This design comes from an exercise in tuning for small area, a short achievable clock period and few clock cycles per item on the open sky130 flow, not from production work. Function was checked by simulation only, so behaviour that the tests miss may differ from the original. Power and IR drop assume default switching activity.

Setup of job 7585:
==> flow/design.v (excerpt) <==
module DatapathPipelined (
  input         clk,
  input         rst,
  output [31:0] pc_to_imem,
  input  [31:0] inst_from_imem,
  output [31:0] addr_to_dmem,
  input  [31:0] load_data_from_dmem,
  output [31:0] store_data_to_dmem,
  output [ 3:0] store_we_to_dmem,
  output        halt,
  output [31:0] trace_writeback_pc,
  output [31:0] trace_writeback_inst
);
  reg  [31:2] f_pc;
  reg         d_valid;
  reg  [31:2] d_pc;
  reg  [31:0] d_inst;
  reg         x_valid;
  reg  [31:2] x_pc;
  reg  [31:0] x_inst;
  reg  [31:0] x_a, x_b, x_sd;
  reg         x_cin;
  reg  [ 4:0] x_rd;
  reg  [ 2:0] x_f3;
  reg         x_wr, x_load, x_store, x_br, x_pred, x_jalr, x_halt, x_md;
  reg         x_sel_add, x_sel_slt, x_sel_xor, x_sel_or, x_sel_and;
  reg         x_sel_sll, x_sel_sr, x_sel_link, x_sra;
  reg         m_wr, m_load, m_md;
  reg  [ 4:0] m_rd;
  reg  [ 2:0] m_f3;
  reg  [31:0] m_res, m_sd;
  reg  [ 3:0] m_we;
  reg         w_wr, w_load;
  reg  [ 4:0] w_rd;
  reg  [ 2:0] w_f3;
  reg  [ 1:0] w_off;
  reg  [31:0] w_reg;
  wire [31:0] md_res;
  wire [31:0] m_fwd = m_md ? md_res : m_res;
  reg  [31:0] w_ld;
  always @(*) begin
    case (w_f3[1:0])
      2'b00: begin
        case (w_off)
          2'd0: w_ld[7:0] = w_reg[7:0];
          2'd1: w_ld[7:0] = w_reg[15:8];
          2'd2: w_ld[7:0] = w_reg[23:16];
          default: w_ld[7:0] = w_reg[31:24];
        endcase
        w_ld[31:8] = {24{~w_f3[2] & w_ld[7]}};
      end
      2'b01: begin
        w_ld[15:0] = w_off[1] ? w_reg[31:16] : w_reg[15:0];
        w_ld[31:16] = {16{~w_f3[2] & w_ld[15]}};
      end
      default: w_ld = w_reg;
    endcase
  end
  wire [31:0] w_data = w_load ? w_ld : w_reg;
  wire [4:0] d_op  = d_inst[6:2];
  wire [2:0] d_f3  = d_inst[14:12];
  wire [4:0] d_rd  = d_inst[11:7];
  wire [4:0] d_rs1 = d_inst[19:15];
  wire [4:0] d_rs2 = d_inst[24:20];
  wire d_lui   = (d_op == 5'b01101);
  wire d_auipc = (d_op == 5'b00101);
  wire d_jal   = (d_op == 5'b11011);
  wire d_jalr  = (d_op == 5'b11001);
  wire d_br    = (d_op == 5'b11000);
  wire d_load  = (d_op == 5'b00000);
  wire d_store = (d_op == 5'b01000);
  wire d_opimm = (d_op == 5'b00100);
  ...
Size in the first run: roughly 10000 cells after synthesis, ~1500 flip-flops, roughly 230 I/O pins, ~0.093 mm² of cells after synthesis.
export LEC_CHECK = 0
export ABC_AREA = 1
export CAP_MARGIN = 30
export CELL_PAD_IN_SITES_DETAIL_PLACEMENT = 1
export CELL_PAD_IN_SITES_GLOBAL_PLACEMENT = 2
export CORE_MARGIN = 2
export CORE_UTILIZATION = 40
export CTS_CLUSTER_DIAMETER = 80
export CTS_CLUSTER_SIZE = 24
export PLACE_DENSITY = 0.55
export SLEW_MARGIN = 30
create_clock -name core_clock -period 20.0 [get_ports {clk}]
standard.sh (not shown) runs the stock make flow with config.mk's settings and CLKGATE_MAP_FILE= SYNTH_SCRIPT=/design/flow/synth_recipe.tcl, a recipe that flattens the netlist after the stock synthesis.
==> flow/flow/run.sh <==
#!/bin/bash
# Standard ORFS layout (the standard.sh, standard synthesis), with the
# timing repair steps asked for extra setup slack so that they also shorten
# the achieved clock period. Constraints and clock period are unchanged.
# Gate cloning is skipped: a cloned driver was left over its slew limit.
# Ports are buffered with buf_2 cells; the clock tree uses small clock buffers.
set -euo pipefail
bash standard.sh SETUP_SLACK_MARGIN=14 SKIP_GATE_CLONING=1 TNS_END_PERCENT=100 \
  "BUFFER_PORTS_ARGS=-buffer_cell sky130_fd_sc_hd__buf_2" \
  "CTS_BUF_LIST=sky130_fd_sc_hd__clkbuf_8 sky130_fd_sc_hd__clkbuf_16" finish > flow_make.log 2>&1
Job 7585 closes out successfully: all stages finished, all timing, DRC and antenna checks passed.
Testbench counts of job 7585, summed over its fixed seeds: cycles 218,843, instrs 148,298.
The following lists how job 3466 was set up differently from job 7585:
- CTS_CLUSTER_SIZE removed (was 24)
- SLEW_MARGIN changed from 30 to 20
- ABC_AREA removed (was 1)
- CTS_CLUSTER_DIAMETER removed (was 80)
- CORE_UTILIZATION changed from 40 to 30
- CAP_MARGIN changed from 30 to 20
- PLACE_DENSITY changed from 0.55 to 0.5
--- a/flow/flow/run.sh
+++ b/flow/flow/run.sh
@@ -9,2 +9,2 @@
   "BUFFER_PORTS_ARGS=-buffer_cell sky130_fd_sc_hd__buf_2" \
-  "CTS_BUF_LIST=sky130_fd_sc_hd__clkbuf_8 sky130_fd_sc_hd__clkbuf_16" finish > flow_make.log 2>&1
+  "CTS_BUF_LIST=sky130_fd_sc_hd__clkbuf_4 sky130_fd_sc_hd__clkbuf_8" finish > flow_make.log 2>&1
## What came out
- In job 3466, sum of met3 wire segment lengths after detailed routing is lower than in job 7585.
- Measured against each other, job 3466 and job 7585 differ in total design power, the lower figure coming from job 7585.
- In job 3466, the global-route track usage on met3 came out 4.0 points below the value in job 7585.
- [compare] base=job 7585 new=job 3466: finished layout cell area grew by about 2.3%, critical path depth rose by 7.
## Diff of input files: job 4919 against job 3466
- PLACE_DENSITY now 0.6, was 0.5
- CELL_PAD_IN_SITES_DETAIL_PLACEMENT now 0, was 1
- CTS_CLUSTER_DIAMETER now 80, previously not set
- CTS_CLUSTER_SIZE now 24, previously not set
- CORE_UTILIZATION now 45, was 30
- CELL_PAD_IN_SITES_GLOBAL_PLACEMENT now 1, was 2
- SLEW_MARGIN now 30, was 20
- CAP_MARGIN now 30, was 20
--- a/flow/flow/run.sh
+++ b/flow/flow/run.sh
@@ -7,4 +7,4 @@
 set -euo pipefail
-bash standard.sh SETUP_SLACK_MARGIN=14 SKIP_GATE_CLONING=1 TNS_END_PERCENT=100 \
+bash standard.sh SETUP_SLACK_MARGIN=14.1 SKIP_GATE_CLONING=1 TNS_END_PERCENT=100 \
   "BUFFER_PORTS_ARGS=-buffer_cell sky130_fd_sc_hd__buf_2" \
-  "CTS_BUF_LIST=sky130_fd_sc_hd__clkbuf_4 sky130_fd_sc_hd__clkbuf_8" finish > flow_make.log 2>&1
+  "CTS_BUF_LIST=sky130_fd_sc_hd__clkbuf_8 sky130_fd_sc_hd__clkbuf_16" finish > flow_make.log 2>&1
Results
Across job 3466 and job 4919, none had a timing, DRC or antenna violation.
[compare] base=job 3466 new=job 4919: post-route cell area lost 0.0047 mm²; global router's overall resource usage picked up an extra 8.9 points; combinational power picked up an extra 4.3%.
### job 4919 -> job 4007
- CELL_PAD_IN_SITES_DETAIL_PLACEMENT changed from 0 to 1
- CELL_PAD_IN_SITES_GLOBAL_PLACEMENT changed from 1 to 2
- CAP_MARGIN changed from 30 to 20
- CORE_UTILIZATION changed from 45 to 30
- PLACE_DENSITY changed from 0.6 to 0.5
- CTS_CLUSTER_DIAMETER removed (was 80)
- SLEW_MARGIN changed from 30 to 20
- CTS_CLUSTER_SIZE removed (was 24)
==> flow/flow/run.sh <==
#!/bin/bash
# Standard ORFS layout (the standard.sh, standard synthesis), with the
# timing repair steps asked for extra setup slack so that they also shorten
# the achieved clock period. Constraints and clock period are unchanged.
# Gate cloning is skipped: a cloned driver was left over its slew limit.
set -euo pipefail
MARGIN=15
bash standard.sh SETUP_SLACK_MARGIN=$MARGIN SKIP_GATE_CLONING=1 finish > flow_make.log 2>&1
## What came out
Job 4007 went all the way through the flow, and no timing, DRC or antenna check failed.
As of job 4007, number of cell rows had risen by more than 10% compared to job 4919.
Compared with job 4919, job 4007 shows a number of buffers and inverters on the critical path that is 5 higher.
Diff job 4919 -> job 4007: count of non-CTS buffers in the layout moved up; share of power burned in combinational logic moved down; portion of total power attributed to the clock network moved up.
Inputs modified between job 4007 and job 2948:
- changing CAP_MARGIN from 20 to 30
- changing PLACE_DENSITY from 0.5 to 0.55
- changing SLEW_MARGIN from 20 to 30
- changing CORE_UTILIZATION from 30 to 40
--- a/flow/flow/run.sh
+++ b/flow/flow/run.sh
@@ -5,4 +5,6 @@
 # Gate cloning is skipped: a cloned driver was left over its slew limit.
+# Ports are buffered with buf_2 cells; the clock tree uses small clock buffers.
 set -euo pipefail
-MARGIN=15
-bash standard.sh SETUP_SLACK_MARGIN=$MARGIN SKIP_GATE_CLONING=1 finish > flow_make.log 2>&1
+bash standard.sh SETUP_SLACK_MARGIN=14 SKIP_GATE_CLONING=1 TNS_END_PERCENT=100 \
+  "BUFFER_PORTS_ARGS=-buffer_cell sky130_fd_sc_hd__buf_2" \
+  "CTS_BUF_LIST=sky130_fd_sc_hd__clkbuf_8 sky130_fd_sc_hd__clkbuf_16" finish > flow_make.log 2>&1
==> comparison <==
Worst path setup slack after routing in job 2948 vs job 4007: down 180 ps
On job 2948: sequential share of cell area is 3.4 points higher than what job 4007 gave.
Job 4007 → job 2948: via count increased by 453 relative to the old numbers, design internal power decreased by 6.8% relative to the old numbers, sequential standard cell area decreased by about 0.6% relative to the old numbers.
Of job 2948 and job 4007, it is job 2948 that has the higher total global routing track utilization.
Relative to job 4007, layout clock buffer count has decreased by 66 in job 2948.
Side by side, relative area of non-clock buffer cells in the final design turned out lower in job 2948 than in job 4007.
Diff job 2948 and job 4007: combinational power lower in job 2948

what the ideal ports hide:
The results above use ideal ports. As a check the final layouts listed here were re-extracted and re-timed, cells and wires unchanged.
Step 1: set_driving_cell puts a clkbuf_16 on clk and a buf_2 on each other input, an assumption about the parent block.
Step 2 also shifts input and output timing later by t, the mid clock arrival at the registers, as if the neighbouring blocks saw the same clock.
a / b / c = ideal ports / drivers / drivers and shift; a / b = the first two.
| run | shift t [ns] | slack for setup (ns) | cell pins on the clock port's net |
|---|---|---|---|
| job 7585 | 0.912 | 13.922 / 13.922 / 13.889 | 1 |
| job 3466 | 1.118 | 14.058 / 13.952 / 13.825 | 1 |
| job 4919 | 0.879 | 13.996 / 13.983 / 13.764 | 1 |
| job 4007 | 0.981 | 14.138 / 14.138 / 13.747 | 1 |
| job 2948 | 0.967 | 13.959 / 13.959 / 13.959 | 1 |
After both steps setup and hold are still met in every run listed. For job 4007, which loses most, drivers alone change the setup slack by 0.000 ns; drivers and shift together by -0.391 ns.
